Background: an optimization exercise with open tools, aiming at small area and a short achievable clock period. Do not read the settings as production practice. No functional check of the RTL was part of any run shown here.

==> flow/design.v, too long to show whole: its modules and the start of the top module <==
// module crc: 2808 lines
// module crc_axo: 8 lines
// module crc_ax2: 9 lines
// module crc_x2: 7 lines
module crc #(
	parameter DATA_WIDTH = 32,
	parameter CRC_WIDTH = 32
)
(
	input wire clk,
	input wire resetn,
	input wire clear,
	input wire [CRC_WIDTH-1:0]init_in,
	input wire [CRC_WIDTH:0]poly_in,
	input wire data_reverse,
	input wire crc_reverse,
	input wire [CRC_WIDTH-1:0]xorout_in,
	input wire [DATA_WIDTH-1:0]data_in,
	input wire data_in_valid,
	output wire [CRC_WIDTH-1:0]crc_out
);
  // ...
==> flow/run.sh <==
#!/bin/bash
# synth_recipe.tcl (not shown) runs the flow's synth.tcl, then flattens the netlist and writes it again
# the make line also repeats each setting of config.mk as NAME=value (left out here)
make -C /OpenROAD-flow-scripts/flow DESIGN_CONFIG=/design/flow/config.mk WORK_HOME=/design/flow/orfs CLKGATE_MAP_FILE= SYNTH_SCRIPT=/design/flow/synth_recipe.tcl finish
==> flow/config.mk <==
export PLATFORM = sky130hd
export DESIGN_NAME = crc
export DESIGN_NICKNAME = crc
export VERILOG_FILES = /design/flow/design.v
export SDC_FILE = /design/flow/constraint.sdc
export NUM_CORES = 4
export LEC_CHECK = 0
export CAP_MARGIN = 20
export CORE_MARGIN = 2
export CORE_UTILIZATION = 55
export GPL_ROUTABILITY_DRIVEN = 1
export PLACE_DENSITY = 0.65
export SLEW_MARGIN = 20
export SYNTH_HIERARCHICAL = 1
==> flow/constraint.sdc <==
create_clock -name core_clock -period 120.0 [get_ports {clk}]
set_input_delay 24.0000 -clock core_clock [delete_from_list [all_inputs] [get_ports {clk}]]
set_output_delay 24.0000 -clock core_clock [all_outputs]
set_load 0.01 [all_outputs]
==> results.sh, run 1 <==
export IMPL_outcome="finished clean"
export IMPL_detailed_route_via_count=24100
export IMPL_netlist_cell_type_count=86
export IMPL_critical_path_peak_fanout=33
export IMPL_yosys_register_bits=136
export IMPL_area_of_combinational_cells_with_multiple_inputs_um2=19900
export IMPL_drt_initial_drc_count=2991
export IMPL_yosys_warnings=7
export IMPL_post_synth_fa_ha_maj_area_fraction_pct=0
export IMPL_crit_reg2reg_capture="r[28]$_DFFE_PP_"
export IMPL_period_share_pct=27.0
export IMPL_grt_first_pass_wirelength_mm=139
export IMPL_worst_pin_slew_ps=1130
export IMPL_cts_buffer_depth=2
export IMPL_mostFrequentLayoutCell="sky130_fd_sc_hd__nand2_1"
export IMPL_timing_slew_headroom_pct=24.2
export IMPL_worst_min_path_start="pn[30]$_DFF_P_"
export IMPL_area_inside_the_core_boundary_um2=41700
export IMPL_cts_htree_levels=4
export IMPL_synth_compound_area_share_pct=9.79
export IMPL_synthesis_area_per_instance_um2=7.09
export IMPL_nNonClkBuffers=253
export IMPL_fraction_of_registers_with_async_set_reset_pct=0.735
export IMPL_synth_fp_nets=3390
export IMPL_flops_and_latches=136
==> run 2: changes to the inputs <==
--- a/flow/config.mk
+++ b/flow/config.mk
@@ -7,3 +7,3 @@
 export LEC_CHECK = 0
-export CAP_MARGIN = 20
+export CAP_MARGIN = 75
 export CORE_MARGIN = 2
@@ -12,3 +12,3 @@
 export PLACE_DENSITY = 0.65
-export SLEW_MARGIN = 20
+export SLEW_MARGIN = 75
 export SYNTH_HIERARCHICAL = 1
==> run 2 against run 1 <==
  * Synthesized cell count did not move
  * Clock skew is 1.5 ps higher
  * Sequential cell count unchanged
  * Cell area increased by 8.0%
  * Area after synthesis stayed put
  * Core utilization grew 5.1 points
  * Worst setup slack better by 1300 ps
  * Via count rose by 2.7%
  * Non-clock buffer count grew 112
  * Fmax up 4.2%
==> results.sh, run 2 <==
export IMPL_synthesis_area_per_instance_um2=7.09
export IMPL_dieHeight_um=209
export IMPL_worst_min_path_start="pn[20]$_DFF_P_"
export IMPL_crit_top_cell="sky130_fd_sc_hd__nand2_1"
export IMPL_routed_wl_mm=93.3
export IMPL_n_antenna_cell=0
export IMPL_largest_register_ffs=33
export IMPL_synth_area_top_cells="sky130_fd_sc_hd__xor2_1 (27%), sky130_fd_sc_hd__nand2_1 (19%), sky130_fd_sc_hd__xnor2_1 (15%)"
export IMPL_cts_root_buffer="sky130_fd_sc_hd__clkbuf_16"
export IMPL_setup_slack_ps=88940
export IMPL_port_buffers=166
export IMPL_hold_end="r[20]$_DFFE_PP_"
export IMPL_outcome="finished clean"
export IMPL_timing_reg2reg_worst_path_depth=59
export IMPL_fin_tns_setup_ps=0
export IMPL_yosysTopAreaCell="sky130_fd_sc_hd__xor2_1"
export IMPL_worst_skew_pair_late_latency_ps=480
export IMPL_tritoncts="yes"
export IMPL_yosys_warnings=7
export IMPL_mostFrequentLayoutCell="sky130_fd_sc_hd__nand2_1"
export IMPL_timing_slew_headroom_pct=72.1
export IMPL_max_freq_ghz=0.0322
export IMPL_pin_count_of_the_biggest_net_entering_global_routing=52
export IMPL_dp_hpwl_mm=68.8
export IMPL_worst_pin_slew_ps=415
export IMPL_clkTransAtPathRegs_ps=70
export IMPL_rsz0062_at_grt="no"
export IMPL_cp_startpoint="r[31]$_DFFE_PP_"
export IMPL_finalNetCount=3692
export IMPL_drc_errors=0
export IMPL_dp_worst_setup_slack_ps=89000
export IMPL_cts_htree_levels=4
export IMPL_period_share_pct=25.9
export IMPL_cts_num_sinks=136
export IMPL_synthTopCellsByCount="sky130_fd_sc_hd__nand2_1 (1167), sky130_fd_sc_hd__xor2_1 (716), sky130_fd_sc_hd__xnor2_1 (398)"
export IMPL_global_route_usage_total_pct=42.2
export IMPL_detailed_route_via_count=24800
export IMPL_critPathArrivalTime_ps=7060
export IMPL_synth_edf_count=32
export IMPL_required_time_worst_endpoint_ps=96000
export IMPL_r2r_start="r[31]$_DFFE_PP_"
export IMPL_drive_above_1_share_pct=16.0
export IMPL_hold_depth=3
export IMPL_grt_first_pass_wirelength_mm=142
export IMPL_synthesis_area_um2=23100
export IMPL_fraction_of_registers_with_async_set_reset_pct=0.735
export IMPL_top_regs="pl: 33 flops, r: 32 flops, xo: 32 flops"
export IMPL_cts_buffer_depth=2
export IMPL_layout_common_cells="sky130_fd_sc_hd__nand2_1 (1164), sky130_fd_sc_hd__xor2_1 (674), sky130_fd_sc_hd__xnor2_1 (335), sky130_fd_sc_hd__clkdlybuf4s50_1 (157), sky130_fd_sc_hd__mux2_2 (98)"
export IMPL_synth_compound_area_share_pct=9.79
export IMPL_cts_post_setup_buffers_inserted=0
export IMPL_dominant_combinational_cell_family_by_area_after_synthesis="XOR/XNOR gates"
export IMPL_post_synth_fa_ha_maj_area_fraction_pct=0
export IMPL_maxCapViolCount=0
export IMPL_endpoint_kind="output port"
export IMPL_first_pass_iters=6
export IMPL_synthFlopType="sky130_fd_sc_hd__dfxtp_1"
export IMPL_total_congestion_overflow_after_global_routing=0
export IMPL_worst_min_delay_path_category="flop to flop"
export IMPL_drt_initial_drc_count=2907
export IMPL_area_inside_the_core_boundary_um2=41700
export IMPL_yosys_register_bits=136
export IMPL_grt_pass1_vias=24200
export IMPL_drt_vias_per_instance=6.03
export IMPL_finalSetupViolCount=0
export IMPL_netlist_cell_type_count=86
export IMPL_start_kind="flop"
export IMPL_crit_reg2reg_capture="r[19]$_DFFE_PP_"
export IMPL_drtAntennaViolNets=0
export IMPL_area_growth_pct=24.3
export IMPL_gp_congestion=1.03
export IMPL_cts_hold_fix_buffers=0
export IMPL_slew_viol_final=0
export IMPL_ctsResizeCount=0
export IMPL_synth_largest_type_area_fraction_pct=27.2
export IMPL_synth_xor_xnor_area_share_pct=42.3
export IMPL_yosysSeqAreaShare_pct=13.2
export IMPL_r2r_slack_ps=106760
export IMPL_critPathSlowestCell="sky130_fd_sc_hd__clkdlybuf4s50_1"
export IMPL_grt_antenna_before_repair=1
export IMPL_timing_final_hold_violations=0
export IMPL_syn_inst=3255
export IMPL_yosys_cell_count_top_type="sky130_fd_sc_hd__nand2_1"
export IMPL_max_flop_register="pl"
export IMPL_critical_path_peak_fanout=33
export IMPL_min_period_ps=31060
export IMPL_timing_worst_setup_path_type="flop to output port"
export IMPL_pin_count=167
export IMPL_synth_simple_area_share_pct=24.6
export IMPL_core_rowCount=75
export IMPL_post_synth_mux_area_share_pct=8.46
export IMPL_floorplan_die_area_um2=43600
export IMPL_synth_fp_nets=3390
export IMPL_clock_skew_final_ps=21.0
export IMPL_wl_per_cell_um=22.7
export IMPL_floorplan_initialDensity_pct=55.4
export IMPL_crit_path_max_incr_delay_ps=580
export IMPL_cts_made_buffers=17
export IMPL_die_width_um=209
==> run 2: cell counts after synthesis <==
No cell type changed its count.
==> run 2: cells by family (layout without fill, tap and decap cells) <==
kind of cell	after synthesis	count (layout)
XOR/XNOR	1114	1114
AO/OA/AOI/OAI	327	327
buffers and inverters	98	413
multiplexers	179	179
flip-flops	136	136
AND/OR/NAND/NOR	1401	1401
==> run 2: layout make-up <==
class	instances	area, um^2
clock buffers	20	479
repair buffers	365	3190
well taps	539	674
fillers	3565	13000
flip-flops and latches	136	3120
inverters	16	77.6
clock inverters	12	103
multi-input cells	3021	21000
==> run 2: per-stage QoR <==
step / hold WS, ps / cell area [um^2] / util, % / instances
after floorplan: 790 / 23100 / - / 3255
after CTS: 868 / 28300 / 67.8 / 4099
after global routing: 884 / 28700 / 68.8 / 4109
after detailed placement: 854 / 27700 / 66.4 / 4067
after global placement: 913 / 25900 / 62.2 / 3964
final: 862 / 28700 / 68.8 / 4109
==> run 2: critical path: cells and delay by family, from the launching register on <==
kind / cells / cell delay [ps]
buffers and inverters: 6 / 1950
xor gates and xnor gates: 12 / 2730
and+or+nand+nor: 9 / 1160
AOI/OAI and AO/OA: 1 / 340
DFF: 1 / 350
==> run 2: Yosys stat by module (local to each module, per instance) <==
module   times used  flip-flops and latches  cells
crc_axo         372                       0      2
crc               1                     136   1096
crc_x2          359                       0      1
crc_ax2         352                       0      3
==> run 2: routing by layer <==
layer	global-route usage (%)	routed length, um	vias to the layer above
met3	8.58	8990	397
li1	-	-	11200
met2	66.2	42000	1487
met1	53.3	36300	11700
met4	25.6	5990	0
met5	0	0	-
==> run 2: worst max-delay path by stage <==
| stage | cells after the start | end | slack (ps) |
|---|---|---|---|
| floorplan | 22 | crc_out[27] | 85260 |
| global placement | 28 | r[31]$_DFFE_PP_ | 88030 |
| detailed placement | 31 | r[19]$_DFFE_PP_ | 89000 |
| CTS | 27 | crc_out[11] | 88840 |
| global route | 28 | crc_out[11] | 88620 |
| finish | 28 | crc_out[11] | 88940 |
==> run 3: changes to the inputs <==
--- a/flow/config.mk
+++ b/flow/config.mk
@@ -7,3 +7,3 @@
 export LEC_CHECK = 0
-export CAP_MARGIN = 75
+export CAP_MARGIN = 50
 export CORE_MARGIN = 2
@@ -12,3 +12,3 @@
 export PLACE_DENSITY = 0.65
-export SLEW_MARGIN = 75
+export SLEW_MARGIN = 50
 export SYNTH_HIERARCHICAL = 1
==> run 3 against run 2 <==
  * Still clean
  * Clock-buffer cell count shrank 1
  * Critical path depth shrank 1
  * Sequential share of layout area grew 0.51 points
  * Sequential cell count is the same
  * Core utilization shrank 4.4 points
  * Worst setup slack lost 640 ps
  * Non-clock buffer count shrank 101
  * First-iteration DRC count grew 0.89%
  * Critical path type unchanged
  * Critical endpoint unchanged
==> results.sh, run 3 <==
export IMPL_global_route_usage_total_pct=41.0
export IMPL_floorplan_die_area_um2=43600
export IMPL_drc_errors=0
export IMPL_synthFlopType="sky130_fd_sc_hd__dfxtp_1"
export IMPL_drt_initial_drc_count=2933
export IMPL_period_share_pct=26.4
export IMPL_clkTransAtPathRegs_ps=60
export IMPL_drtAntennaViolNets=0
export IMPL_cts_hold_fix_buffers=0
export IMPL_max_freq_ghz=0.0315
export IMPL_synth_compound_area_share_pct=9.79
export IMPL_fin_tns_setup_ps=0
export IMPL_synth_edf_count=32
export IMPL_timing_final_hold_violations=0
export IMPL_endpoint_kind="output port"
export IMPL_yosysTopAreaCell="sky130_fd_sc_hd__xor2_1"
export IMPL_layout_common_cells="sky130_fd_sc_hd__nand2_1 (1167), sky130_fd_sc_hd__xor2_1 (695), sky130_fd_sc_hd__xnor2_1 (378), sky130_fd_sc_hd__clkdlybuf4s50_1 (166), sky130_fd_sc_hd__mux2_2 (98)"
export IMPL_drt_vias_per_instance=6.06
export IMPL_fraction_of_registers_with_async_set_reset_pct=0.735
export IMPL_required_time_worst_endpoint_ps=96000
export IMPL_cts_num_sinks=136
export IMPL_synth_fp_nets=3390
export IMPL_ctsResizeCount=0
export IMPL_grt_first_pass_wirelength_mm=138
export IMPL_drive_above_1_share_pct=9.40
export IMPL_dp_hpwl_mm=66.3
export IMPL_timing_slew_headroom_pct=47.3
export IMPL_dieHeight_um=209
export IMPL_synth_area_top_cells="sky130_fd_sc_hd__xor2_1 (27%), sky130_fd_sc_hd__nand2_1 (19%), sky130_fd_sc_hd__xnor2_1 (15%)"
export IMPL_timing_reg2reg_worst_path_depth=55
export IMPL_clock_skew_final_ps=19.1
export IMPL_critPathArrivalTime_ps=7710
export IMPL_timing_worst_setup_path_type="flop to output port"
export IMPL_grt_antenna_before_repair=1
export IMPL_rsz0062_at_grt="no"
export IMPL_core_rowCount=75
export IMPL_finalSetupViolCount=0
export IMPL_n_antenna_cell=0
export IMPL_maxCapViolCount=0
export IMPL_cts_post_setup_buffers_inserted=0
export IMPL_synth_largest_type_area_fraction_pct=27.2
export IMPL_pin_count_of_the_biggest_net_entering_global_routing=60
export IMPL_gp_congestion=1.03
export IMPL_detailed_route_via_count=24300
export IMPL_largest_register_ffs=33
export IMPL_critical_path_peak_fanout=33
export IMPL_netlist_cell_type_count=86
export IMPL_cts_buffer_depth=2
export IMPL_yosys_warnings=7
export IMPL_area_inside_the_core_boundary_um2=41700
export IMPL_post_synth_mux_area_share_pct=8.46
export IMPL_post_synth_fa_ha_maj_area_fraction_pct=0
export IMPL_yosysSeqAreaShare_pct=13.2
export IMPL_total_congestion_overflow_after_global_routing=0
export IMPL_yosys_cell_count_top_type="sky130_fd_sc_hd__nand2_1"
export IMPL_synthesis_area_um2=23100
export IMPL_hold_depth=3
export IMPL_synth_simple_area_share_pct=24.6
export IMPL_port_buffers=166
export IMPL_tritoncts="yes"
export IMPL_die_width_um=209
export IMPL_cts_root_buffer="sky130_fd_sc_hd__clkbuf_16"
export IMPL_floorplan_initialDensity_pct=55.4
export IMPL_finalNetCount=3591
export IMPL_min_period_ps=31710
export IMPL_dominant_combinational_cell_family_by_area_after_synthesis="XOR/XNOR gates"
export IMPL_worst_pin_slew_ps=782
export IMPL_cts_made_buffers=17
export IMPL_outcome="finished clean"
export IMPL_area_growth_pct=16.3
export IMPL_worst_min_delay_path_category="flop to flop"
export IMPL_routed_wl_mm=91.4
export IMPL_yosys_register_bits=136
export IMPL_slew_viol_final=0
export IMPL_syn_inst=3255
export IMPL_cts_htree_levels=4
export IMPL_worst_skew_pair_late_latency_ps=480
export IMPL_grt_pass1_vias=23100
export IMPL_synthTopCellsByCount="sky130_fd_sc_hd__nand2_1 (1167), sky130_fd_sc_hd__xor2_1 (716), sky130_fd_sc_hd__xnor2_1 (398)"
export IMPL_first_pass_iters=8
export IMPL_pin_count=167
export IMPL_wl_per_cell_um=22.8
export IMPL_synth_xor_xnor_area_share_pct=42.3
export IMPL_mostFrequentLayoutCell="sky130_fd_sc_hd__nand2_1"
export IMPL_top_regs="pl: 33 flops, r: 32 flops, xo: 32 flops"
export IMPL_synthesis_area_per_instance_um2=7.09
export IMPL_start_kind="flop"
export IMPL_max_flop_register="pl"
## run 3: cell counts after synthesis
No cell type changed its count.
## run 3: cell families (layout without fill, tap and decap cells)
| kind of cell | Yosys count | count (layout) |
|---|---|---|
| AOI/OAI and AO/OA | 327 | 327 |
| and+or+nand+nor | 1401 | 1401 |
| buffers and inverters | 98 | 312 |
| xor gates and xnor gates | 1114 | 1114 |
| DFF | 136 | 136 |
| muxes | 179 | 179 |
## run 3: metrics by stage
step	cell area, um^2	utilization (%)	setup slack [ps]	hold slack [ps]	instances
2_1_floorplan	23100	-	85260	790	3255
3_3_place_gp	25900	62.2	88030	913	3964
3_5_place_dp	26200	62.8	88590	936	3971
4_1_cts	26700	64.1	88240	962	4003
5_1_grt	26800	64.4	87900	974	4008
6_report	26800	64.4	88290	950	4008
## run 3: worst paths after layout
| kind | startpoint | to | slack, ps |
|---|---|---|---|
| worst max register to register | r[31]$_DFFE_PP_ | r[24]$_DFFE_PP_ | 105550 |
| worst min-delay path | pn[27]$_DFF_P_ | r[27]$_DFFE_PP_ | 950 |
| worst min register to register | pn[27]$_DFF_P_ | r[27]$_DFFE_PP_ | 950 |
| min in group asynchronous | resetn | raw$_DFFE_PN1P_ | 23840 |
| worst max-delay path | r[31]$_DFFE_PP_ | crc_out[11] | 88290 |
| max in group asynchronous | resetn | raw$_DFFE_PN1P_ | 96140 |
## run 3: critical path, stage by stage (launching register included)
cell                              delay [ps]
sky130_fd_sc_hd__edfxtp_1                330
sky130_fd_sc_hd__buf_4                   370
sky130_fd_sc_hd__nand2_1                 160
sky130_fd_sc_hd__xnor2_2                 530
sky130_fd_sc_hd__nand2_1                 140
sky130_fd_sc_hd__xor2_1                  250
sky130_fd_sc_hd__xor2_2                  460
sky130_fd_sc_hd__nand2_1                 130
sky130_fd_sc_hd__xor2_1                  270
sky130_fd_sc_hd__xor2_2                  140
sky130_fd_sc_hd__buf_4                   370
sky130_fd_sc_hd__nand2_1                 120
sky130_fd_sc_hd__xor2_1                  240
sky130_fd_sc_hd__xor2_2                  160
sky130_fd_sc_hd__buf_4                   370
sky130_fd_sc_hd__nand2_1                 120
sky130_fd_sc_hd__xor2_1                  250
sky130_fd_sc_hd__xor2_2                  140
sky130_fd_sc_hd__buf_4                   370
sky130_fd_sc_hd__nand2_1                 120
sky130_fd_sc_hd__xnor2_1                 260
sky130_fd_sc_hd__xor2_1                  130
sky130_fd_sc_hd__xnor2_1                 400
sky130_fd_sc_hd__nand2_1                 210
sky130_fd_sc_hd__o21ai_0                 320
sky130_fd_sc_hd__nor2_1                   70
sky130_fd_sc_hd__nor3_1                  200
sky130_fd_sc_hd__clkdlybuf4s50_1         580
## run 3: area by class of cell
class	instances	area [um^2]
sequential	136	3060
tap	539	674
multi-input combinational	3021	20000
fill	3821	14800
inverter	16	61.3
clock buffer	19	443
timing repair buffer	264	2450
clock inverter	13	111
## run 3: layer usage
layer  global-route usage (%)  share of wire [%]  vias to the layer above
li1                         -                  -                    11000
met1                     52.0                 39                    11500
met2                     65.1                 45                     1381
met3                     7.36                9.6                      379
met4                     24.5                6.2                        0
met5                        0                  0                        -
## run 3: Yosys stat by module, one instance, submodules excluded
module | copies in the design | cell area, um^2 | cells
crc | 1 | 9560 | 1096
crc_ax2 | 352 | 16.3 | 3
crc_x2 | 359 | 8.76 | 1
crc_axo | 372 | 12.5 | 2

## static timing again, ports no longer ideal
How much do the figures lean on ideal ports? The routed layouts below were timed once more, with nothing changed but the port constraints.
Step 1 sets driving cells, clkbuf_16 on the clock port and buf_2 on the other inputs (assumed; they add their load-dependent delay and slew).
Step 2 adds t to the input delays and takes it off the output delays; t is the mean of the earliest and latest rising clock arrival at the registers after step 1. Input paths then give back, and output paths get back, about the clock's delay inside the block.
a / b / c = ideal ports / drivers / drivers and shift; a / b = the first two.
run | shift t [ns] | slack for setup (ns) | hold WS [ns] | worst slew at a driven data input, ns
run 1 | 0.533 | 87.619 / 87.556 / 88.019 | 0.965 / 0.965 / 0.965 | 0.05
run 2 | 0.532 | 88.935 / 88.874 / 88.883 | 0.862 / 0.862 / 0.862 | 0.06
run 3 | 0.534 | 88.291 / 88.231 / 88.569 | 0.950 / 0.950 / 0.950 | 0.05
After both steps setup and hold are still met in every run listed. The setup slack of run 2, which loses most, moves by -0.061 ns with the drivers and by -0.052 ns with both steps.
